Context: an optimization exercise on an open-source flow, tuned for small area. The choices shown serve that exercise and are no tape-out recipe. In this exercise RTL edits were held to simulation tests only and were not proved equivalent to the original. Power figures rest on the tool's default switching activity, not on a simulated workload.

==> design/flow/config.mk <==
export PLATFORM = sky130hd
export DESIGN_NAME = DevelopmentBoard
export DESIGN_NICKNAME = DevelopmentBoard
export VERILOG_FILES = /design/flow/design.v
export SDC_FILE = /design/flow/constraint.sdc
export NUM_CORES = 4
export LEC_CHECK = 0
export CAP_MARGIN = 20
export CORE_MARGIN = 2
export CORE_UTILIZATION = 40
export SLEW_MARGIN = 20
==> design/flow/constraint.sdc <==
create_clock -name core_clock -period 8.0 [get_ports {clk}]
set_input_delay 1.6000 -clock core_clock [delete_from_list [all_inputs] [get_ports {clk}]]
set_output_delay 1.6000 -clock core_clock [all_outputs]
set_load 0.01 [all_outputs]
==> design/flow/design.v <==
module btn_ctrl(	input clk,
				input reset_n,
				input a,
				input b,
				input c,
				output start,
				output reg [WIDTH-1:0] ctrl);
	parameter WIDTH = 6;
	parameter LIMIT = 19;
	parameter DEBOUNCE = 15000;
reg [2:0] btn;
reg [2:0] btn_d1;
reg [2:0] btn_d2;
always@(posedge clk or negedge reset_n) begin
    if(~reset_n) begin
        btn <= 3'b111;
        btn_d1 <= 3'b111;
        btn_d2 <= 3'b111;
    end else begin
        btn <= {c,b,a};
        btn_d1 <= btn;
        btn_d2 <= btn_d1;
    end
end
wire b2_fall = ~btn_d1[0] & btn_d2[0];
wire b3_fall = ~btn_d1[1] & btn_d2[1];
assign start = ~btn_d1[2] & btn_d2[2];
	always @ (posedge clk or negedge reset_n)
	begin : encoder_logic
		if (!reset_n)
		begin
			ctrl <= 9;
		end
		else if (b3_fall) 
		begin
			if (ctrl < LIMIT) 
				ctrl <= ctrl + 1'b1; 
			else
				ctrl <= ctrl; 
		end
		else if (b2_fall) 
		begin
			if (ctrl > 1) 
				ctrl <= ctrl - 1'b1; 
			else
				ctrl <= ctrl;
		end
	end
endmodule
module vga( input pxl_clk,
            input reset_n,
            output reg [9:0] hcount,
            output reg [9:0] vcount,
            output reg vsync,
            output reg hsync );
    always @ (posedge pxl_clk or negedge reset_n)
    begin : hcounter
        if (!reset_n) hcount <= 0;
        else if (hcount <= 799) hcount <= hcount + 1'b1;
        else hcount <= 0;
    end
    always @ (posedge pxl_clk or negedge reset_n)
    begin : vcounter
        if (!reset_n) vcount <= 0;
        else if (hcount == 799 && vcount <= 524) vcount <= vcount + 1'b1;
        else if(vcount <= 524) vcount <= vcount;
        else vcount <= 0;
    end
    always @ (posedge pxl_clk)
    begin : hsync_decoder
        if (hcount >= 656 && hcount <= 752) hsync <= 1;
        else hsync <= 0;
    end
    always @ (posedge pxl_clk)
    begin : vsync_decoder
        if (vcount >= 490 && vcount <= 492) vsync <= 1;
        else vsync <= 0;
    end
endmodule
module ball_logic(  input pxl_clk,
                    input reset_n,
                    input vsync,
                    input h_collision,
                    input v_collision,
                    input start,
                    output reg [9:0] ball_x,
                    output reg [9:0] ball_y   );
    parameter down_right = 3'b000;
    parameter down_left = 3'b001;
    parameter up_right = 3'b010;
    parameter up_left = 3'b011;
    parameter stop = 3'b100;
    parameter speed = 10;
    reg drawn;
    reg [2:0] ball_state;
    reg [2:0] next_ball_state;
    always @ (posedge pxl_clk or negedge reset_n)
    begin : ball_logic
        if (!reset_n)  
        begin
            drawn <= 1;
            ball_y <= 400;
            ball_x <= 320;
        end
        else if (vsync && !drawn) 
        begin
            drawn <= 1;
            case(ball_state)
                stop:
                begin
                    ball_x <= ball_x;
                    ball_y <= ball_y;
                end
                down_right:
                begin
                    ball_x <= ball_x + 'd1 * speed;
                    ball_y <= ball_y + 'd2 * speed;
                end
                down_left:
                begin
                    ball_x <= ball_x - 'd1 * speed;
                    ball_y <= ball_y + 'd2 * speed;
                end
                up_right:
                begin
                    ball_x <= ball_x + 'd1 * speed;
                    ball_y <= ball_y - 'd2 * speed;
                end
                up_left:
                begin
                    ball_x <= ball_x - 'd1 * speed;
                    ball_y <= ball_y - 'd2 * speed;
                end
                default:
                begin
                    ball_x <= ball_x + 'd1 * speed;
                    ball_y <= ball_y + 'd2 * speed;
                end
            endcase
        end
        else if (~vsync && drawn)
        begin
            drawn <= 0;
        end
    end
    always @ (posedge pxl_clk or negedge reset_n)
    begin : register_generation
        if (!reset_n) ball_state <= stop;
        else ball_state <= next_ball_state;
    end
    always @ (ball_state or ball_x or ball_y or h_collision or v_collision or start)
    begin
        case (ball_state)
            stop:
            begin
                if (start == 1) next_ball_state = up_left;
                else next_ball_state = stop;
            end
            down_right:
            begin
                if (ball_y+8 >= 472) next_ball_state = up_right;
                else if (ball_x+8 >= 632) next_ball_state = down_left;
                else if (v_collision) next_ball_state = up_right;
                else if (h_collision) next_ball_state = down_left;
                else next_ball_state = down_right;
            end
            down_left:
            begin
                if (ball_y+8 >= 472) next_ball_state = up_left;
                else if (ball_x-8 <= 8) next_ball_state = down_right;
                else if (v_collision) next_ball_state = up_left;
                else if (h_collision) next_ball_state = down_right;
                else next_ball_state = down_left;
            end
            up_right:
            begin
                if (ball_y-2*speed <= 8) next_ball_state = down_right;
                else if (ball_x+8 >= 632) next_ball_state = up_left;
                else if (v_collision) next_ball_state = down_right;
                else if (h_collision) next_ball_state = up_left;
                else next_ball_state = up_right;
            end
            up_left:
            begin
                if (ball_y-2*speed <= 8) next_ball_state = down_left;
                else if (ball_x-8 <= 8) next_ball_state = up_right;
                else if (v_collision) next_ball_state = down_left;
                else if (h_collision) next_ball_state = up_right;
                else next_ball_state = up_left;
            end 
            default: next_ball_state = stop;
        endcase
    end
endmodule
module collision_logic( input pxl_clk,
                        input reset_n,
                        input [9:0] vcount,
                        input [9:0] hcount,
                        input [9:0] ball_x,
                        input [9:0] ball_y,
                        input vsync,
                        input start,
                        input [1:0] mode,
                        input drawing_player,
                        input [2:0] drawing_block,
                        output reg win,
                        output reg lose,
                        output wire [3:0] block_num,
                        output reg [7:0] block_status1,
                        output reg [7:0] block_status2,
                        output reg [7:0] block_status3,
                        output reg h_collision,
                        output reg v_collision );
    reg block_clr;
    wire [9:0] block_addr_r;
    reg [9:0] block_addr_wr;
    reg [3:0] block_to_delete;
    reg [4:0] num_blocks;
    reg [9:0] block_addr;
    reg checked;
    reg [1:0] hold;
    wire [9:0] block_hcount = hcount - 64;
    assign block_num = 4'd0;
    always @ (posedge pxl_clk or negedge reset_n)
    begin : delete_objects
        if (!reset_n)
        begin
            block_addr_wr <= 0;
            checked <= 1;
            block_clr <= 0;
            block_to_delete <= 0;
            v_collision <= 0;
            h_collision <= 0;
            hold <= 0;
            win <= 0;
            lose <= 0;
            num_blocks <= 0;
            block_status1 <= 0;
            block_status2 <= 0;
            block_status3 <= 0;
        end
        else if(start)
        begin
            if(mode[0]) begin
                num_blocks <= 16;
                block_status1 <= 8'hFF;
                block_status2 <= 0;
                block_status3 <= 8'hFF;
            end else if(mode[1])begin
                num_blocks <= 1;
                block_status1 <= 8'h01;
                block_status2 <= 8'h00;
                block_status3 <= 8'h00;
            end else begin
                num_blocks <= 24;
                block_status1 <= 8'hff;
                block_status2 <= 8'hff;
                block_status3 <= 8'hff;
            end
        end
        else if (~vsync)
        begin
            block_clr <= 0;
            if (drawing_player) 
            begin
                if (ball_x == hcount && ball_y-3 <= vcount && ball_y + 3 >= vcount) v_collision <= 1;
                else v_collision <= 0;
            end 
            else if (drawing_block[0])
            begin
                if (ball_x == hcount && ball_y - 10 <= vcount && ball_y + 10 >= vcount & block_status1[block_hcount[8:6]])
                begin
                    v_collision <= 1;
                    block_status1[block_hcount[8:6]] <= 0;
                    num_blocks <= num_blocks - 1;
                    if (num_blocks == 1) win <= 1;
                end
                else if (ball_y == vcount && ball_x - 5 <= hcount && ball_x + 5 >= hcount & block_status1[block_hcount[8:6]]) 
                begin
                    h_collision <= 1;
                    block_status1[block_hcount[8:6]] <= 0;
                    num_blocks <= num_blocks - 1;
                    if (num_blocks == 1) win <= 1;
                end
                else
                begin
                    v_collision <= 0;
                    h_collision <= 0;
                end
            end
            else if (drawing_block[1])
            begin
                if (ball_x == hcount && ball_y - 1 <= vcount && ball_y + 10 >= vcount & block_status2[block_hcount[8:6]])
                begin
                    v_collision <= 1;
                    block_status2[block_hcount[8:6]]  <= 0;
                    num_blocks <= num_blocks - 1;
                    if (num_blocks == 1) win <= 1;
                end
                else if (ball_y == vcount && ball_x - 5 <= hcount && ball_x + 5 >= hcount & block_status2[block_hcount[8:6]]) 
                begin
                    h_collision <= 1;
                    block_status2[block_hcount[8:6]]  <= 0;
                    num_blocks <= num_blocks - 1;
                    if (num_blocks == 1) win <= 1;
                end
                else
                begin
                    v_collision <= 0;
                    h_collision <= 0;
                end
            end
            else if (drawing_block[2])
            begin
                if (ball_x == hcount && ball_y - 1 <= vcount && ball_y + 10 >= vcount & block_status3[block_hcount[8:6]])
                begin
                    v_collision <= 1;
                    block_status3[block_hcount[8:6]]  <= 0;
                    num_blocks <= num_blocks - 1;
                    if (num_blocks == 1) win <= 1;
                end
                else if (ball_y == vcount && ball_x - 5 <= hcount && ball_x + 5 >= hcount & block_status3[block_hcount[8:6]]) 
                begin
                    h_collision <= 1;
                    block_status3[block_hcount[8:6]]  <= 0;
                    num_blocks <= num_blocks - 1;
                    if (num_blocks == 1) win <= 1;
                end
                else
                begin
                    v_collision <= 0;
                    h_collision <= 0;
                end
            end
            else if (ball_y >= 472) lose <= 1;
        end
        else if (vsync && checked)  
        begin
            block_addr_wr <= 0;
            checked <= 0;
            block_clr <= 0;
            hold <= 0;
        end
        else if (vsync && !checked)
        begin
            if (block_num != 0 && block_num == block_to_delete) 
            begin
                block_clr <= 1;
            end
            else 
            begin
                block_clr <= 0;
            end
            if (hold != 2 ) block_addr_wr <= block_addr_wr;
            else block_addr_wr <= block_addr_wr + 1;
            hold <= hold + 1;
            if (block_addr_wr >= 256) 
            begin
                block_addr_wr <= 0;
                checked <= 1;
            end
        end
    end
endmodule
module display_logic(   input pxl_clk,
                        input reset_n,
                        input [9:0] hcount,
                        input [9:0] vcount,
                        input [9:0] ball_y,
                        input [9:0] ball_x,
                        input [5:0] paddle_position,
                        input [3:0] block_num,
                        input vsync,
                        input lose,
                        input win,
                        input [7:0] block_status1,
                        input [7:0] block_status2,
                        input [7:0] block_status3,
                        output reg drawing_player,
                        output reg [2:0] drawing_block,
                        output reg [2:0] rgb    );
    reg [2:0] flash;
    reg [3:0] flash_time;
    reg flash_hold;
    reg [9:0] block_vcount;
    reg [9:0] block_hcount;
    reg [2:0] rgb_block;
    always@(*) begin
        block_vcount[9:0] = vcount - 64;
        block_hcount[9:0] = hcount - 64;
        rgb_block = 0;
        if (vcount > 64 && vcount <= 96 && hcount > 64 && hcount <= 576)
        begin
            rgb_block = block_status1[block_hcount[8:6]] ? block_hcount[8:6] : 0;
        end                    
        else if (vcount > 128 && vcount <= 160 && hcount > 64 && hcount <= 576)
        begin
            rgb_block = block_status2[block_hcount[8:6]] ? block_hcount[8:6] : 0;
        end                    
        else if (vcount > 192 && vcount <= 224 && hcount > 64 && hcount <= 576)
        begin
            rgb_block = block_status3[block_hcount[8:6]] ? block_hcount[8:6] : 0;
        end
    end
    always@(posedge pxl_clk or negedge reset_n) begin
        if(~reset_n)
            drawing_player <= 0;
        else if(   vcount > 460 && vcount < (460 + 8 ) && 
                    hcount > (paddle_position << 5) - 32 + 8 && 
                    hcount < ((paddle_position << 5) + 32 + 8) )
            drawing_player <= 1;
        else
            drawing_player <= 0;
    end
    always@(posedge pxl_clk or negedge reset_n) begin
        if(~reset_n)
            drawing_block <= 0;
        else if(vcount > 64 && vcount <= 96 && hcount > 64 && hcount <= 576)
            drawing_block <= 3'd1;
        else if(vcount > 128 && vcount <= 160 && hcount > 64 && hcount <= 576)
            drawing_block <= 3'd2;
        else if(vcount > 192 && vcount <= 224 && hcount > 64 && hcount <= 576)
            drawing_block <= 3'd4;
        else
            drawing_block <= 0;
    end
    always@(posedge pxl_clk or negedge reset_n)
    begin
        if(~reset_n)
            rgb <= 3'd0;
        else if (hcount > 639 || vcount > 479) rgb <= 3'b000;
        else if (win) rgb <= flash;
        else if (lose) rgb <= 3'b100;
        else if (vcount < 472 && hcount < 8) rgb <= 3'b010;
        else if (vcount < 472 && hcount > 632) rgb <= 3'b010;
        else if (vcount < 8 ) rgb <= 3'b010;
        else if (vcount > 472) rgb <= 3'b100;
        else if (vcount < ball_y + 3 && vcount > ball_y - 3 && 
                    hcount < ball_x + 3 && hcount > ball_x - 3) rgb <= 3'b111;
        else if (   vcount > 460 && vcount < (460 + 8 ) && 
                    hcount > (paddle_position << 5) - 32 + 8 && 
                    hcount < ((paddle_position << 5) + 32 + 8) ) 
        begin
            rgb <= 3'b111;
        end 
        else if (vcount > 64 && vcount <= 96 && hcount > 64 && hcount <= 576)
        begin
            rgb <= block_status1[block_hcount[8:6]] ? (|rgb_block ? rgb_block : rgb_block + 3) : 0;
        end                    
        else if (vcount > 128 && vcount <= 160 && hcount > 64 && hcount <= 576)
        begin
            rgb <= block_status2[block_hcount[8:6]] ? (|rgb_block ? rgb_block : rgb_block + 3) : 0;
        end
        else if (vcount > 192 && vcount <= 224 && hcount > 64 && hcount <= 576)
        begin
            rgb <= block_status3[block_hcount[8:6]] ? (|rgb_block ? rgb_block : rgb_block + 3) : 0;
        end
        else rgb <= 3'b000;
    end
    always @ (posedge pxl_clk or negedge reset_n)
    begin
        if (!reset_n)
        begin
            flash <= 3'b000;
            flash_time <= 0;
            flash_hold <= 0;
        end
        else begin
        if (vsync)
        begin
            if (!flash_hold) flash_time <= flash_time + 1;
            flash_hold <= 1;
        end
        else
        begin
            flash_hold <= 0;
        end
        if (flash_time == 0)
        begin
            flash <= 3'b000;
        end
        else if (flash_time == 3)
        begin
            if (win) flash <=  3'b111;
            else if (lose) flash <= 3'b100;
        end
        else if (flash_time >= 6)
        begin
            flash_time <= 0;
        end
        end
    end
endmodule
module start_end(
    input   clk,
    input   rst,
    input  video_hs	,     
    input  video_vs	, 
    input  [1:0] mode,    
    input  	[9:0]  pixel_xpos	,
    input  	[9:0]  pixel_ypos  ,
    output reg [15:0] rgb565
);
reg [127:0] char_0 [0:31];
reg [127:0] char_1 [0:10];
integer i;
always@(posedge clk) begin
    if(rst) begin
        for(i=0; i<=31;i=i+1)
            char_0[i] <= 0;
    end else begin
        char_0[ 0] <= 128'h00000000000000000000000000000000;
        char_0[ 1] <= 128'h00000000000000000000000000000000;
        char_0[ 2] <= 128'h00000000000000000000000000000000;
        char_0[ 3] <= 128'h00000000000000000000000000000000;
        char_0[ 4] <= 128'h00000000000000000000000000000000;
        char_0[ 5] <= 128'h00000000000000000000000000000000;
        char_0[ 6] <= 128'h7FE07FE07FFC03807E7C03C0FC3E3FFC;
        char_0[ 7] <= 128'h18381838180C038018300C3030083184;
        char_0[ 8] <= 128'h18181818180403801820181830082186;
        char_0[ 9] <= 128'h180C180C180203801860100830084182;
        char_0[10] <= 128'h180C180C180204C01840300C30084182;
        char_0[11] <= 128'h180C180C180004C01880300C30080180;
        char_0[12] <= 128'h180C180C180004C01880600430080180;
        char_0[13] <= 128'h180C180C181004C01900600630080180;
        char_0[14] <= 128'h1818181818100C401900600630080180;
        char_0[15] <= 128'h18301830183008601B00600630080180;
        char_0[16] <= 128'h1FE01FE01FF008601D80600630080180;
        char_0[17] <= 128'h181818C0183008601D80600630080180;
        char_0[18] <= 128'h180C18C01810182018C0600630080180;
        char_0[19] <= 128'h1804186018101FF018C0600630080180;
        char_0[20] <= 128'h18061860180010301860600630080180;
        char_0[21] <= 128'h18061860180010301860200630080180;
        char_0[22] <= 128'h18061830180010301830300C30080180;
        char_0[23] <= 128'h18061830180220181830300C30080180;
        char_0[24] <= 128'h18061830180220181830100830080180;
        char_0[25] <= 128'h180C1818180420181818181818100180;
        char_0[26] <= 128'h18181818180C601C18180C301C200180;
        char_0[27] <= 128'h7FF07E1E7FFCF83E7E3E03C007C007E0;
        char_0[28] <= 128'h00000000000000000000000000000000;
        char_0[29] <= 128'h00000000000000000000000000000000;
        char_0[30] <= 128'h00000000000000000000000000000000;
        char_0[31] <= 128'h00000000000000000000000000000000;
    end
end
always@(posedge clk) begin
    if(rst) begin
        for(i=0; i<=10;i=i+1)
            char_1[i] <= 0;
    end else begin
        char_1[ 0] <= 128'h07F80380F00F7FFC00007FFCF01F7FC0;
        char_1[ 1] <= 128'h1C3C0380381C18040000180438041818;
        char_1[ 2] <= 128'h381C04C0381C1802000018022C04180C;
        char_1[ 3] <= 128'h700004C02C2C18000000180026041806;
        char_1[ 4] <= 128'hF0000C402C2C18100000181023041806;
        char_1[ 5] <= 128'hF00008602C4C1FF000001FF021841806;
        char_1[ 6] <= 128'hF0FF1820264C18100000181020C41806;
        char_1[ 7] <= 128'hF01C1030268C18000000180020641806;
        char_1[ 8] <= 128'h781C1030238C1800000018002034180C;
        char_1[ 9] <= 128'h381C2018230C180200001802201C1818;
        char_1[10] <= 128'h1E7C601C210C180C0000180C200C1860;
    end
end
reg video_vs_d;
reg content_sel;
wire vs_fall = ~video_vs & video_vs_d;
always@(posedge clk) begin
    if(rst) video_vs_d <= 0;
    else    video_vs_d <= video_vs;
end
always@(posedge clk) begin
    if(rst) content_sel <= 0;
    else if(vs_fall) begin
        content_sel <= ~content_sel;
    end
end
always@(posedge clk) begin
    if(rst) begin
        rgb565 <= 'h0;
    end else if(mode == 3)begin
        case(content_sel)
            1'b1: begin
                if(pixel_xpos >= 'd256 & pixel_xpos < 'd384 & pixel_ypos >=210 & pixel_ypos < 221) begin
                    rgb565 <= {16{(pixel_xpos != 'd256) & char_1[pixel_ypos-210][384-pixel_xpos]}};
                end else begin
                    rgb565 <= 0;
                end
            end
            default: begin
                if(pixel_xpos >= 'd256 & pixel_xpos < 'd384 & pixel_ypos >=200 & pixel_ypos < 211) begin
                    rgb565 <= {16{(pixel_xpos != 'd256) & char_1[pixel_ypos-200][384-pixel_xpos]}};
                end else begin
                    rgb565 <= 0;
                end
            end
        endcase
    end else begin
        case(content_sel)
            1'b1: begin
                if(pixel_xpos >= 'd256 & pixel_xpos < 'd384 & pixel_ypos >=210 & pixel_ypos < 242) begin
                    rgb565 <= {16{(pixel_xpos != 'd256) & char_0[pixel_ypos-210][384-pixel_xpos]}};
                end else begin
                    rgb565 <= 0;
                end
            end
            default: begin
                if(pixel_xpos >= 'd256 & pixel_xpos < 'd384 & pixel_ypos >=200 & pixel_ypos < 232) begin
                    rgb565 <= {16{(pixel_xpos != 'd256) & char_0[pixel_ypos-200][384-pixel_xpos]}};
                end else begin
                    rgb565 <= 0;
                end
            end
        endcase
    end
end
endmodule
module breakout_top(  input wire clk,
                    input wire reset_n,
                    input wire btn_start,
                    input wire btn_l,
                    input wire btn_r,
                    input wire [1:0] mode,
                    output wire [9:0] hcount,
                    output wire [9:0] vcount,
                    output wire [2:0] rgb,
                    output wire lose,
                    output wire hsync,
                    output wire vsync
                    );
    wire [5:0] paddle_position;
    wire pxl_clk;        
    wire win;
    wire [9:0] ball_x;
    wire [9:0] ball_y;
    wire [3:0] block_num;
    wire v_collision;
    wire h_collision;
    wire drawing_player;
    wire [2:0] drawing_block;  
    wire [7:0] block_status1;
    wire [7:0] block_status2;
    wire [7:0] block_status3;
    wire start;
    assign pxl_clk = clk;
    btn_ctrl btn_ctrl (.clk(pxl_clk),
                            .reset_n(reset_n),
                            .a(btn_l),
                            .b(btn_r),
                            .c(btn_start),
                            .start(start),
                            .ctrl(paddle_position) );
    vga vga_inst(   .pxl_clk(pxl_clk),
                    .reset_n(reset_n),
                    .hcount(hcount),
                    .vcount(vcount),
                    .vsync(vsync),
                    .hsync(hsync)   );
    ball_logic ball_inst(   .pxl_clk(pxl_clk),
                            .reset_n(reset_n),
                            .vsync(vsync),
                            .h_collision(h_collision),
                            .v_collision(v_collision),
                            .start(start),
                            .ball_x(ball_x),
                            .ball_y(ball_y) );
    display_logic display_logic_inst(   .pxl_clk(pxl_clk),
                                        .reset_n(reset_n),
                                        .hcount(hcount),
                                        .vcount(vcount),
                                        .ball_y(ball_y),
                                        .ball_x(ball_x),
                                        .paddle_position(paddle_position),
                                        .block_num(block_num),
                                        .lose(lose),
                                        .win(win),
                                        .vsync(vsync),
                                        .block_status1(block_status1),
                                        .block_status2(block_status2),
                                        .block_status3(block_status3),
                                        .drawing_player(drawing_player),
                                        .drawing_block(drawing_block),
                                        .rgb(rgb)    );
    collision_logic collision_inst( .pxl_clk(pxl_clk),
                                    .reset_n(reset_n),
                                    .start(start),
                                    .mode(mode),
                                    .vcount(vcount),
                                    .hcount(hcount),
                                    .ball_x(ball_x),
                                    .ball_y(ball_y),
                                    .vsync(vsync),
                                    .drawing_player(drawing_player),
                                    .drawing_block(drawing_block),
                                    .win(win),
                                    .lose(lose),
                                    .block_num(block_num),
                                    .block_status1(block_status1),
                                    .block_status2(block_status2),
                                    .block_status3(block_status3),
                                    .h_collision(h_collision),
                                    .v_collision(v_collision)    );
endmodule
module DevelopmentBoard(
    input wire clk,  
    input wire reset, B2, B3, B4, B5,
    output wire h_sync, v_sync,
    output wire [15:0] rgb
);
reg [3:0] btn;
reg [3:0] btn_d1;
reg [3:0] btn_d2;
always@(posedge clk or negedge reset) begin
    if(~reset) begin
        btn <= 4'b1111;
        btn_d1 <= 4'b1111;
        btn_d2 <= 4'b1111;
    end else begin
        btn <= {B5,B4,B3,B2};
        btn_d1 <= btn;
        btn_d2 <= btn_d1;
    end
end
wire b2_fall = ~btn_d1[0] & btn_d2[0];
wire b3_fall = ~btn_d1[1] & btn_d2[1];
wire b4_fall = ~btn_d1[2] & btn_d2[2];
wire b5_fall = ~btn_d1[3] & btn_d2[3];
wire [2:0] vgaRgb;
wire [9:0] pix_x;
wire [9:0] pix_y;
wire [15:0] start_rgb;
wire lose;
reg [2:0] mode;
assign rgb = (mode == 0 || mode == 3) ? start_rgb : {{5{vgaRgb[2]}},{6{vgaRgb[1]}},{5{vgaRgb[0]}}};
always@(posedge clk or negedge reset) begin
    if(~reset) begin
        mode <= 0;
    end else if(b2_fall & (mode==0)) begin
        mode <= 2'd1;
    end else if(b5_fall & (mode==0)) begin
        mode <= 2'd2;
    end else if(b3_fall & (mode==0)) begin
        mode <= 3'd4;
	end else if(lose & (mode==1 | mode==2)) begin
        mode <= 2'd3;
	end else if(b2_fall & (mode==3)) begin
        mode <= 2'd0;		
    end
end
start_end start_end(
    .clk(clk),
    .rst(~reset),
    .video_hs	(h_sync),     
    .video_vs	(v_sync),    
	.mode(mode) ,
    .pixel_xpos	(pix_x),
    .pixel_ypos (pix_y) ,
    .rgb565(start_rgb)
);
breakout_top breakout_top(  
	.clk(clk),
    .reset_n(reset),
	.btn_start(B2|B5),
    .btn_l(B3),
    .btn_r(B4),
    .mode(mode[2:1]),
	.hcount(pix_x),
    .vcount(pix_y),
    .rgb(vgaRgb),
	.lose(lose),
    .hsync(h_sync),
    .vsync(v_sync)
);
endmodule
==> design/flow/run.sh <==
#!/bin/bash
# synth_recipe.tcl (not shown) runs the flow's synth.tcl, then flattens the netlist and writes it again
# the make line also repeats each setting of config.mk as NAME=value (left out here)
make -C /OpenROAD-flow-scripts/flow DESIGN_CONFIG=/design/flow/config.mk WORK_HOME=/design/flow/orfs CLKGATE_MAP_FILE= SYNTH_SCRIPT=/design/flow/synth_recipe.tcl finish
==> run summary <==
-- flip-flops by register name, summed over array words and instances (netlist names), 2 cells and up --
register / flops
breakout_top.collision_inst.block_status2: 8
breakout_top.vga_inst.vcount: 10
breakout_top.display_logic_inst.flash_time: 4
breakout_top.collision_inst.block_status1: 8
breakout_top.ball_inst.ball_x: 9
breakout_top.collision_inst.block_status3: 8
breakout_top.display_logic_inst.flash: 2
breakout_top.display_logic_inst.drawing_block: 3
breakout_top.ball_inst.ball_y: 8
btn_d1: 2
breakout_top.collision_inst.num_blocks: 5
breakout_top.btn_ctrl.btn: 3
mode: 3
breakout_top.btn_ctrl.btn_d2: 3
breakout_top.btn_ctrl.btn_d1: 3
btn: 2
btn_d2: 2
breakout_top.display_logic_inst.rgb: 3
breakout_top.btn_ctrl.ctrl: 6
breakout_top.vga_inst.hcount: 10
breakout_top.ball_inst.ball_state: 3
-- logic make-up (layout without fill, tap and decap cells) --
kind of cell	count (synthesis)	count (layout)
AOI/OAI and AO/OA	746	746
xor gates and xnor gates	112	112
adders and majority gates	145	145
buffers and inverters	246	185
DFF	118	118
muxes	28	28
other	1	2
and+or+nand+nor	793	793
-- power groups by stage --
stage,clock network [mW],registers [mW],logic [mW]
final,0.787,0.763,0.394
after global routing,0.821,0.775,0.438
after CTS,0.794,0.762,0.393
after detailed placement,0,0.771,0.390
after global placement,0,0.770,0.378
after floorplan,0,0.722,0.319
-- metrics by stage --
stage / instance area, sq um / hold WS (ns)
2_1_floorplan: 16270 / 0.3452
3_3_place_gp: 16890 / 0.3457
3_5_place_dp: 16900 / 0.3478
4_1_cts: 17490 / 0.3560
5_1_grt: 17490 / 0.3578
6_report: 17490 / 0.3544
-- final cells by class --
type / instances / area [sq um] / share of cell area
sequential: 118 / 2958 / 0.1691
multi-input combinational: 1825 / 12340 / 0.7056
antenna: 1 / 2.502 / 0.0001431
clock inverter: 14 / 151.4 / 0.008656
tap: 525 / 656.9 / 0.03756
timing repair buffer: 83 / 678.2 / 0.03878
inverter: 70 / 262.8 / 0.01502
clock buffer: 18 / 439.2 / 0.02511
-- layout by cell type, fill, tap and decap left out, drive strengths merged, types with 29 or more instances in the layout --
cell type,instances
nand2,204
nor3,68
o21ai,148
a31oi,57
dfrtp,88
buf,61
a211oi,36
o211ai,59
inv,66
nor2,200
ha,143
nor4,34
a21oi,150
xor2,31
o31ai,29
xnor2,81
nand3,80
nand4,35
nor2b,31
-- worst max-delay path by stage --
| stage | from | endpoint | depth (start not counted) |
|---|---|---|---|
| after floorplan | breakout_top.vga_inst.hcount[0] | start_end.rgb565[14] | 18 |
| after global placement | breakout_top.vga_inst.vcount[1] | start_end.rgb565[14] | 13 |
| after detailed placement | breakout_top.vga_inst.vcount[1] | start_end.rgb565[14] | 13 |
| after CTS | breakout_top.vga_inst.vcount[1] | start_end.rgb565[14] | 13 |
| after global routing | breakout_top.vga_inst.vcount[1] | start_end.rgb565[14] | 13 |
| final | breakout_top.vga_inst.vcount[1] | start_end.rgb565[14] | 13 |
-- critical path, delay by kind of cell (launching register included) --
kind | cells | cell delay, ns
AOI/OAI and AO/OA | 8 | 2.44
DFF | 1 | 0.81
buffers and inverters | 2 | 0.63
xor gates and xnor gates | 1 | 0.47
adders and majority gates | 1 | 0.41
and+or+nand+nor | 1 | 0.35
-- layer usage --
layer,up-vias,wire [um],GRT usage,part of all wire
met3,308,7146,0.06604,0.099
met1,8814,29580,0.4498,0.41
met4,4,4792,0.1940,0.066
met5,-,46,0,0.00064
li1,8087,-,-,-
met2,1165,30850,0.5100,0.43
==> run summary <==
synth cell count leaders=nand2_1 (203), nor2_1 (198), a21oi_1 (146), ha_1 (143), o21ai_0 (143); first-pass GRT wire length=108800 um; sequential share of power=0.393; post-route insts no fill=2654; Post-Synth XOR/XNOR Area=0.06075; Setup CP Type=reg2reg; final wirelength=72410 um; Detail Route Antenna Nets=0; Comb power frac=0.203; count leader, synth=nand2_1; hold-fix buffers at CTS=0; detailed-route DRC error count=0; count of cell types in the netlist=113; # Max-Cap Violations=0; Place WS=2.992 ns; clock latency (worst-skew pair)=0.45 ns; detailed placement HPWL=52800 um; Die ar.=42310 sq um; post-cts resize count=0; Async S/R FF share, synth=0.9492; Reg2Reg Depth=13; Cell Count Post-Placement=2621; yosys warns=10; Lkg Pwr=6.811 nW; TritonRoute pass-1 iters=9; Critical Path RT=8.37 ns; initial antenna violation count=3; Yosys top cell by area=dfrtp_1; Post-synth EDFFs=0; clk_skew=0.01680 ns; Hold Violations, Final=0; RR Endpoint=start_end.rgb565[14]; Critical Path, Cell by Cell=inv_1, ha_1, xnor2_2, buf_4, a21oi_1, a211oi_2, nand2_1, o31ai_1, a211oi_1, o31ai_1, a21oi_1, o311a_1, a32oi_1; NetSw=0.6191 mW; grt ovf=0; syn_area_per_cell=7.433 sq um; worst slew pin tran=1.170 ns; Worst setup SP type=flop; status=complete, no violations; main combinational cell family by area after synthesis=compound AO/OA/AOI/OAI gates; top cell type's share of synthesized area=0.1353; Mapped Area=16270 sq um; I/O Pins=24; Die Y=205.7 um; Worst Hold Launch=breakout_top.btn_ctrl.btn[0]; Clock Tree Root=clkbuf_16; CTS tree=yes; Clk pwr share=0.405; RSZ-0062 raised after global routing=no; final-report setup violation count=0; Worst path max stage delay=0.81 ns; power per cell area=111.1 nW/um^2; largest net degree at the start of global routing=69; vias in the first global route=17.20k; WHS Path Cells=0; Buffers on Ports=23; sw frac=0.3186; Seq/Total Area, Yosys=0.1815; Compound-Gate Fraction of Synth Area=0.3155; worst reg2reg path startpoint=breakout_top.vga_inst.vcount[1]; Layout Nets=2265; TNS Setup=0 ns; Total GRT Usage=0.3385; fin. max-slew vios=0; cell-internal power=1.324 mW; DRT iter0 DRCs=2575; Max FO, Critical Path=23; DR vias=18.38k; CP Capture Type=flop; layout cells sized above 1=0.09774; CTS Sinks=118; post-layout min period=5.202 ns; clk slew on worst S/H paths=0.07 ns; CTS Buf Count=17; Pwr Total=1.943 mW; Routed wire per std cell=27.28 um; Worst Slack Setup Final=2.798 ns; post-synthesis mux area share=0.02238; setup bufs post-CTS=0; Peak Freq=192.2 MHz; post-synth net total=2339; GPL Wtd Cong=1.011; Max-Slew Margin vs Limit=0.2095; Syn Inst Count=2189; vias per std cell=6.925; Hold Path End=breakout_top.btn_ctrl.btn_d1[0]; post-synthesis adder-cell area fraction=0.1118; Tcrit/Tclk final=0.6502; Area Growth Syn to Fin=7.482%; Synth Flop Type=dfrtp_1; Hold/Removal Path Class=reg2reg; Synth Register Bits=118; CTS Buffer Depth=2; H-tree depth=4; synth top area cells=dfrtp_1 (14%), ha_1 (11%), nand2_1 (4.7%); Final Core Density=0.4382; Worst EP arrival=5.57 ns; FILL cells=4015; die width=205.7 um; CP max stage cell=dfrtp_1; FP Rows=73; core area=39910 sq um; FF-to-FF setup slack=2.80 ns; Synth Area in Simple Gates=0.2434; initial core utilization=0.4077; peak supply drop=0.1348 mV

separate check: timing with driven ports:
Ports are ideal in the flow. The routed layout listed here was re-timed in OpenROAD. Step 1 sets driving cells, clkbuf_16 on the clock port and buf_2 on the other inputs (assumed; they add their load-dependent delay and slew). Step 2 moves the port delays by t, midway between the first and last clock arrival at a register: inputs arrive t later, outputs are due t later. That takes back most of the time a late clock gives input paths. a / b / c = ideal / step 1 / step 2; a / b = the first two.
shift t [ns]: 0.494
setup slack, ns: 2.798 / 2.798 / 2.798
worst data-port slew with drivers (ns): 0.06
After both steps setup and hold are still met in this run. The setup slack of this run moves by 0.000 ns with the drivers and by 0.000 ns with both steps.
